Source: an optimization exercise on an open RTL-to-GDS flow (aim: small area, a short achievable clock period and few clock cycles per item). Production flows keep margins and buffers that such runs may drop. Only simulation tests tie the RTL to the original design; equivalence was not proved.

--- flow/design.v ---
module SNN(
	clk,
	rst_n,
	in_valid,
	img,
	ker,
	weight,
	out_valid,
	out_data
);
input clk;
input rst_n;
input in_valid;
input [7:0] img;
input [7:0] ker;
input [7:0] weight;
output reg out_valid;
output reg [9:0] out_data;
reg[7:0] image[0:2][0:5];
reg[7:0] kernel[0:8];
reg[7:0] wgt[0:3];
reg[2:0] img_x;
reg[1:0] img_y;
reg[1:0] img_flag;
reg out_valid_conv;
reg[19:0] conv_data;
reg[7:0] mcand[0:8];
reg[15:0] product[0:8];
always @(posedge clk or negedge rst_n) begin
	if(!rst_n) img_x <= 3'b0;
	else if(in_valid) img_x <= (img_x[2] & img_x[0])? 3'b0:img_x + 1'b1;
	else img_x <= img_x;
end
always @(posedge clk or negedge rst_n) begin
	if(!rst_n) img_y <= 2'b0;
	else if(img_x[2] & img_x[0]) img_y <= (img_y[1])? 2'b0:img_y + 1'b1;
	else img_y <= img_y;
end
always @(posedge clk or negedge rst_n) begin
	if(!rst_n) img_flag <= 2'b0;
	else if(img_y[1] & img_x[2] & img_x[0]) img_flag <= img_flag + 1'b1;
	else img_flag <= img_flag;
end
generate
	for(genvar j = 0; j < 3; j = j + 1)begin
		for(genvar i = 0; i < 6; i = i + 1)begin
			always @(posedge clk) begin
				if(j == img_y && i == img_x) image[j][i] <= img;
				else image[j][i] <= image[j][i];
			end
		end
	end
endgenerate
generate
	for(genvar i = 1; i < 6; i = i + 1)begin
		always @(posedge clk) begin
			if(~|img_flag && ~|img_y && i == img_x) kernel[i] <= ker;
			else kernel[i] <= kernel[i];
		end
	end
endgenerate
always @(posedge clk) begin
	if(~|img_flag && img_y[0] && ~|img_x) kernel[6] <= ker;
	else kernel[6] <= kernel[6];
end
always @(posedge clk) begin
	if(~|img_flag && img_y[0] && img_x == 3'd1) kernel[7] <= ker;
	else kernel[7] <= kernel[7];
end
always @(posedge clk) begin
	if(~|img_flag & img_y[0] & img_x[1] & ~img_x[0]) kernel[8] <= ker;
	else kernel[8] <= kernel[8];
end
generate
	for(genvar i = 1; i < 4; i = i + 1)begin
		always @(posedge clk) begin
			if(~|img_flag && ~|img_y && i == img_x) wgt[i] <= weight;
			else wgt[i] <= wgt[i];
		end
	end
endgenerate
always @(posedge clk) begin
	if(in_valid && ~|img_flag && ~|img_y && ~|img_x)begin
		kernel[0] <= ker;
		wgt[0] <= weight;
	end
end
always @(posedge clk or negedge rst_n) begin
	if(!rst_n) out_valid_conv <= 1'b0;
	else out_valid_conv <= (img_x[2:1] && (img_flag[0] | img_y[1]));
end
always @(*) begin
	if(img_x[2:1] && (img_flag[0] | img_y[1]))begin
		mcand[0] = image[(1+img_y)%3][img_x-2];
		mcand[1] = image[(1+img_y)%3][img_x-1];
		mcand[2] = image[(1+img_y)%3][img_x];
		mcand[3] = image[(2+img_y)%3][img_x-2];
		mcand[4] = image[(2+img_y)%3][img_x-1];
		mcand[5] = image[(2+img_y)%3][img_x];
		mcand[6] = image[img_y][img_x-2];
		mcand[7] = image[img_y][img_x-1];
		mcand[8] = img;
	end else begin
		for(integer i = 0; i < 9; i = i + 1) mcand[i] = 8'b0;
	end
end
always @(*) begin
	for(integer i = 0; i < 9; i = i + 1)
		product[i] = mcand[i] * kernel[i];
end
always @(posedge clk) begin
	conv_data <= (product[0] + product[1] + product[2]) + (product[3] + product[4] + product[5]) + (product[6] + product[7] + product[8]);
end
wire[7:0]conv_q1 = conv_data / 12'd2295;
reg[2:0] cnt_mp;
reg[7:0] max[0:1];
reg[7:0] compare;
reg[7:0] opA, opB;
reg out_valid_mp;
always @(posedge clk or negedge rst_n) begin
	if(!rst_n) cnt_mp <= 3'b0;
	else if(out_valid_conv) cnt_mp <= cnt_mp + 1'b1;
end
always @(posedge clk) begin
	if(out_valid_conv)begin
		case (cnt_mp)
			3'd0: max[0] <= conv_q1;
			3'd1,3'd4,3'd5: max[0] <= compare;
			default:  max[0] <=  max[0];
		endcase
	end
end
always @(posedge clk) begin
	if(out_valid_conv)begin
		case (cnt_mp)
			3'd2: max[1] <= conv_q1;
			3'd3,3'd6,3'd7: max[1] <= compare;
			default: max[1] <=  max[1];
		endcase
	end
end
always @(*) begin
	opA = conv_q1;
end
always @(*) begin
	if(cnt_mp[1]) opB = max[1];
	else opB = max[0];
end
always @(*) begin
	if(opA < opB) compare = opB;
	else compare = opA;
end
always @(posedge clk or negedge rst_n) begin
	if(!rst_n) out_valid_mp <= 1'b0;
	else out_valid_mp <= cnt_mp[2] & cnt_mp[0];
end
reg cnt_fc;
reg[15:0] fc_data[0:1];
reg[15:0] product_fc[0:1];
reg [7:0] wgt_src[0:1];
reg [7:0] input_src;
always @(posedge clk or negedge rst_n) begin
	if(!rst_n) cnt_fc <= 1'b0;
	else if(out_valid_mp) cnt_fc <= ~cnt_fc;
end
always @(*) begin
	if(cnt_fc)begin
		input_src  = max[1];
		wgt_src[0] = wgt[2];
		wgt_src[1] = wgt[3];
	end else  begin
		input_src  = max[0];
		wgt_src[0] = wgt[0];
		wgt_src[1] = wgt[1];
	end
end
always @(*) begin
	product_fc[0] = input_src * wgt_src[0];
	product_fc[1] = input_src * wgt_src[1];
end
always @(posedge clk) begin
	if(out_valid_mp & ~cnt_fc)begin
		fc_data[0] <= product_fc[0];
		fc_data[1] <= product_fc[1];
	end
end
wire[16:0]  sum[0:1];
wire[7:0] fc_q2[0:1];
assign sum[0] = fc_data[0] + product_fc[0];
assign sum[1] = fc_data[1] + product_fc[1];
assign fc_q2[0] = sum[0] / 9'd510;
assign fc_q2[1] = sum[1] / 9'd510;
reg[1:0] cnt_L1;
reg[7:0] L1_data[0:3];
reg [9:0] out_data_reg;
reg [7:0] abs_add[0:1];
always @(posedge clk or negedge rst_n) begin
	if(!rst_n) cnt_L1 <= 2'b0;
	else if(out_valid_mp & cnt_fc) cnt_L1 <= cnt_L1 + 1'b1;
end
always @(posedge clk) begin
	if(out_valid_mp && cnt_fc && ~cnt_L1[0])begin
		L1_data[0] <= (cnt_L1[1])? abs_add[0]:fc_q2[0];
		L1_data[1] <= (cnt_L1[1])? abs_add[1]:fc_q2[1];
	end
end
always @(posedge clk) begin
	if(out_valid_mp && cnt_fc && cnt_L1[0])begin
		L1_data[2] <= (cnt_L1[1])? abs_add[0]:fc_q2[0];
		L1_data[3] <= (cnt_L1[1])? abs_add[1]:fc_q2[1];
	end
end
always @(*) begin
	if(cnt_L1[0])begin
		abs_add[0] = (L1_data[2] < fc_q2[0])? fc_q2[0] - L1_data[2]:L1_data[2] - fc_q2[0];
		abs_add[1] = (L1_data[3] < fc_q2[1])? fc_q2[1] - L1_data[3]:L1_data[3] - fc_q2[1];
	end else begin
		abs_add[0] = (L1_data[0] < fc_q2[0])? fc_q2[0] - L1_data[0]:L1_data[0] - fc_q2[0];
		abs_add[1] = (L1_data[1] < fc_q2[1])? fc_q2[1] - L1_data[1]:L1_data[1] - fc_q2[1];
	end
end
always @(*) begin
	out_data_reg = (L1_data[0] + L1_data[1]) + (L1_data[2] + L1_data[3]);
end
always @(posedge clk or negedge rst_n) begin
	if(!rst_n) out_valid <= 1'b0;
	else out_valid <= out_valid_mp && cnt_fc && cnt_L1 == 2'd3;
end
always @(*) begin
	if(out_valid && out_data_reg[9:4]) out_data = out_data_reg;
	else out_data = 10'b0;
end
endmodule
--- flow/run.sh ---
#!/bin/bash
# synth_recipe.tcl (not shown) runs the flow's synth.tcl, then flattens the netlist and writes it again
# the make line also repeats each setting of config.mk as NAME=value (left out here)
make -C /OpenROAD-flow-scripts/flow DESIGN_CONFIG=/design/flow/config.mk WORK_HOME=/design/flow/orfs CLKGATE_MAP_FILE= SYNTH_SCRIPT=/design/flow/synth_recipe.tcl finish
--- flow/config.mk ---
export PLATFORM = sky130hd
export DESIGN_NAME = SNN
export DESIGN_NICKNAME = SNN
export VERILOG_FILES = /design/flow/design.v
export SDC_FILE = /design/flow/constraint.sdc
export NUM_CORES = 4
export LEC_CHECK = 0
export CAP_MARGIN = 20
export CORE_MARGIN = 2
export CORE_UTILIZATION = 40
export SLEW_MARGIN = 20
--- flow/constraint.sdc ---
create_clock -name core_clock -period 16.0 [get_ports {clk}]
set_input_delay 3.2000 -clock core_clock [delete_from_list [all_inputs] [get_ports {clk}]]
set_output_delay 3.2000 -clock core_clock [all_outputs]
set_load 0.01 [all_outputs]
==> summary.txt <==
==> critical path: cells and delay by family (launching register included) <==
kind / cells / cell delay [ps]
xor gates and xnor gates: 3 / 1470
adders and majority gates: 13 / 6710
DFF: 1 / 550
and+or+nand+nor: 6 / 1540
buffers and inverters: 7 / 890
AOI/OAI and AO/OA: 19 / 4050
==> synth_stat cells, types with 17 or more instances <==
cell	count
a21o_1	73
a22oi_1	142
o31ai_1	17
nand3_1	112
a22o_1	75
xor2_1	51
edfxtp_1	328
nor4_1	17
inv_1	875
nand2_1	488
fa_1	649
and2_1	309
a21oi_1	210
nand4_1	51
and3_1	77
dfxtp_1	20
mux2i_1	148
o21a_1	41
a31oi_1	56
a211oi_1	23
o21ai_0	176
nor2b_1	36
xnor2_1	139
o21bai_1	34
buf_1	111
o211ai_1	24
or2_2	45
o22ai_1	21
a221oi_1	102
nand2b_1	35
nor2_1	414
ha_1	494
nor3_1	69
or3_1	31
clkbuf_1	109
mux2_2	25
a222oi_1	73
a2111oi_0	21
==> cells in the final DEF, fill, tap and decap left out, types with 37 or more instances in the layout <==
cell type	instances
xor2_1	51
clkdlybuf4s50_1	37
inv_1	874
a22o_1	75
a31oi_1	55
o21ai_0	169
buf_4	204
o21a_1	41
a21o_1	73
nor2_1	414
or2_2	45
nand3_1	110
xnor2_1	137
nor3_1	64
ha_1	494
a22oi_1	142
a222oi_1	73
edfxtp_1	328
fa_1	649
and2_1	309
and3_1	77
nand2_1	488
clkbuf_16	48
a221oi_1	101
nand4_1	51
mux2i_1	143
a21oi_1	202
==> flip-flops by register name, indices dropped and copies added (netlist names) <==
name,count
L1_data,32
cnt_L1,2
cnt_fc,1
cnt_mp,3
conv_data,20
fc_data,32
image,144
img_flag,2
img_x,3
img_y,2
kernel,72
max,16
out_valid,1
out_valid_conv,1
out_valid_mp,1
wgt,32
==> per-layer routing <==
layer | wire (um) | vias to the layer above | track usage [%]
li1 | - | 21270 | -
met1 | 92080 | 24850 | 40.37
met2 | 100500 | 2534 | 49.61
met3 | 21370 | 699 | 8.180
met4 | 13740 | 7 | 15.81
met5 | 213 | - | 1.029
==> how the worst max path moves through the flow <==
stage | start | to | slack [ps] | cells after the start
floorplan | cnt_fc | L1_data[0][5] | 1060 | 62
global placement | cnt_fc | L1_data[0][5] | -80 | 61
detailed placement | cnt_fc | L1_data[0][5] | -320 | 62
CTS | cnt_fc | L1_data[0][5] | 1 | 63
global route | cnt_fc | L1_data[0][5] | -60 | 66
finish | img_y[0] | conv_data[19] | 590 | 48
==> layout make-up <==
type / count / area, um2
clock inverters: 33 / 439.2
well taps: 1876 / 2347
inverters: 878 / 3301
multi-input cells: 4575 / 41460
clock buffers: 54 / 1224
fillers: 13510 / 77960
diodes: 16 / 40.04
repair buffers: 244 / 1934
flip-flops and latches: 364 / 10660
==> cell families after synthesis <==
family,Yosys count
AND/OR/NAND/NOR,1762
AO/OA/AOI/OAI,1289
adder cells (fa/ha/maj),1147
buffers and inverters,1116
flip-flops,364
XOR/XNOR,190
multiplexers,187
==> what timing repair did <==
item                       in CTS  in global routing
buffers inserted                0                 14
gates cloned                    0                  0
pin swaps                       0                  6
gates resized for setup         4                 53
setup endpoints to repair       6                 28
==> through the flow <==
| stage | instance area (um2) | setup TNS [ps] | setup slack, ps | util, % |
|---|---|---|---|---|
| finish | 61400 | 0 | 588.3 | 44.06 |
| global route | 61360 | -159.2 | -62.53 | 44.03 |
| CTS | 61000 | 0 | 1.080 | 43.77 |
| floorplan | 56070 | 0 | 1062 | - |
| global placement | 59320 | -163.1 | -81.57 | 42.57 |
| detailed placement | 59320 | -1004 | -320.0 | 42.57 |
==> results.cfg <==
[outcome]
status = no timing/DRC/antenna violations

[drt]
wirelength_um = 227900
dr_total_vias = 49360
drcViolationCount = 0
dr.pass1.iters = 10
drtIter0Drc = 5435
drt-vias-per-instance = 6.139
postRouteAntennaNets = 0
wire_per_inst_um = 28.35

[synthesis]
synthSimpleGateAreaFrac_pct = 15.66
synth_fp_nets = 7225
synth_top_family_by_area = adder cells
synthAdderAreaFrac_pct = 34.27
synth.avg_cell_area_um2 = 9.259
synth_area_leaders = fa_1, edfxtp_1, ha_1, inv_1, and2_1
synth_cell_type_count = 123
synth_flop_cell = edfxtp_1
synthMuxAreaShare_pct = 3.680
mappedNetlistArea_um2 = 56070
yosysTopAreaCellShare_pct = 23.17
synth-async-reset-ratio_pct = 4.396
ys_ff_latch = 364
synthXorXnorAreaFrac_pct = 2.968
synth-compound-area-share_pct = 16.86
synth_cells = 6055
yosys.area.top_type = fa_1
synth-edff-count = 328
ys_warn_count = 12
yosysSeqAreaShare_pct = 19.00

[finish]
area_delta_synth_final_pct = 9.516
final-instance-count-excl-fill = 8040
final_layout_size_suffix_gt1_share_pct = 7.807
finish.net_count = 7280

[sta]
post-route-period-util_pct = 96.32
layout_min_cycle_time_ps = 15410
maxSlewHeadroom_pct = 15.56
final-setup-viol-count = 0
slew_violations = 0
skew_ps = 33.28
max_freq_mhz = 64.89
hold_violations = 0
holdWs_ps = 525.5
worst_slew_pin_slew_ps = 1267

[floorplanning]
coreArea_um2 = 139400
die_area_um2 = 143200
die_h_um = 378.4
die_x_um = 378.4
rows = 137
ios = 38
initial_utilization_pct = 40.23

[critical_path]
critPathMaxStageDelay_ps = 880
r2r_setup_slack_ps = 590
rr_worst_depth = 48
worst-path-max-fanout = 18
reg2reg_from = img_y[0]
crit_path_top_delay_cell = a31oi_1
end_kind = register
r2r-end = conv_data[19]
critPathLaunchType = register
crit_top_cell = fa_1
cp.arrival_ps = 15900
path_class = reg2reg
required_ps = 16490

[min_path]
min_from = img_flag[1]
whs_path_depth = 1
hp-class = reg2reg
whs_endpoint = img_flag[1]

[clock_tree]
cts_hold_buf = 0
htreeDepth = 2
cts_sinks = 364
insertion_delay_ps = 660
clock-root-buffer = clkbuf_16
cts_buffers = 47
clockBufferDepth = 3
cts_tree = done
clk_pin_slew_worst_paths_ps = 70

[place]
routabilityCongestion = 1.057
post-place-cells = 7921
io_buffers = 37
dp_hpwl_um = 171800

[grt]
grt_pass1_vias = 49700
overflow = 0
antenna_found_initial = 22
grt_max_degree = 47
grt_pass1_wl_um = 332900
grtUsageTotal_pct = 31.68

[flow_run]
maxCapViolCount = 0
Testbench counts, summed over its fixed seeds: cycles 36,000, items 480.

-- afterwards: timing with drivers on the ports --
How much do the figures lean on ideal ports? The routed layout below was timed once more, with nothing changed but the port constraints.
Step 1: set_driving_cell puts a clkbuf_16 on clk and a buf_2 on each other input, an assumption about the parent block.
Step 2 also shifts input and output timing later by t, the mid clock arrival at the registers, as if the neighbouring blocks saw the same clock.
Slacks: ideal / step 1 / step 2; pairs: ideal / step 1.
shift t [ns]: 0.713
setup WS [ns]: 0.588 / 0.588 / 0.588
hold slack, ns: 0.526 / 0.526 / 0.526
After both steps this run still meets setup and hold. For this run, drivers alone change the setup slack by 0.000 ns; drivers and shift together by 0.000 ns.
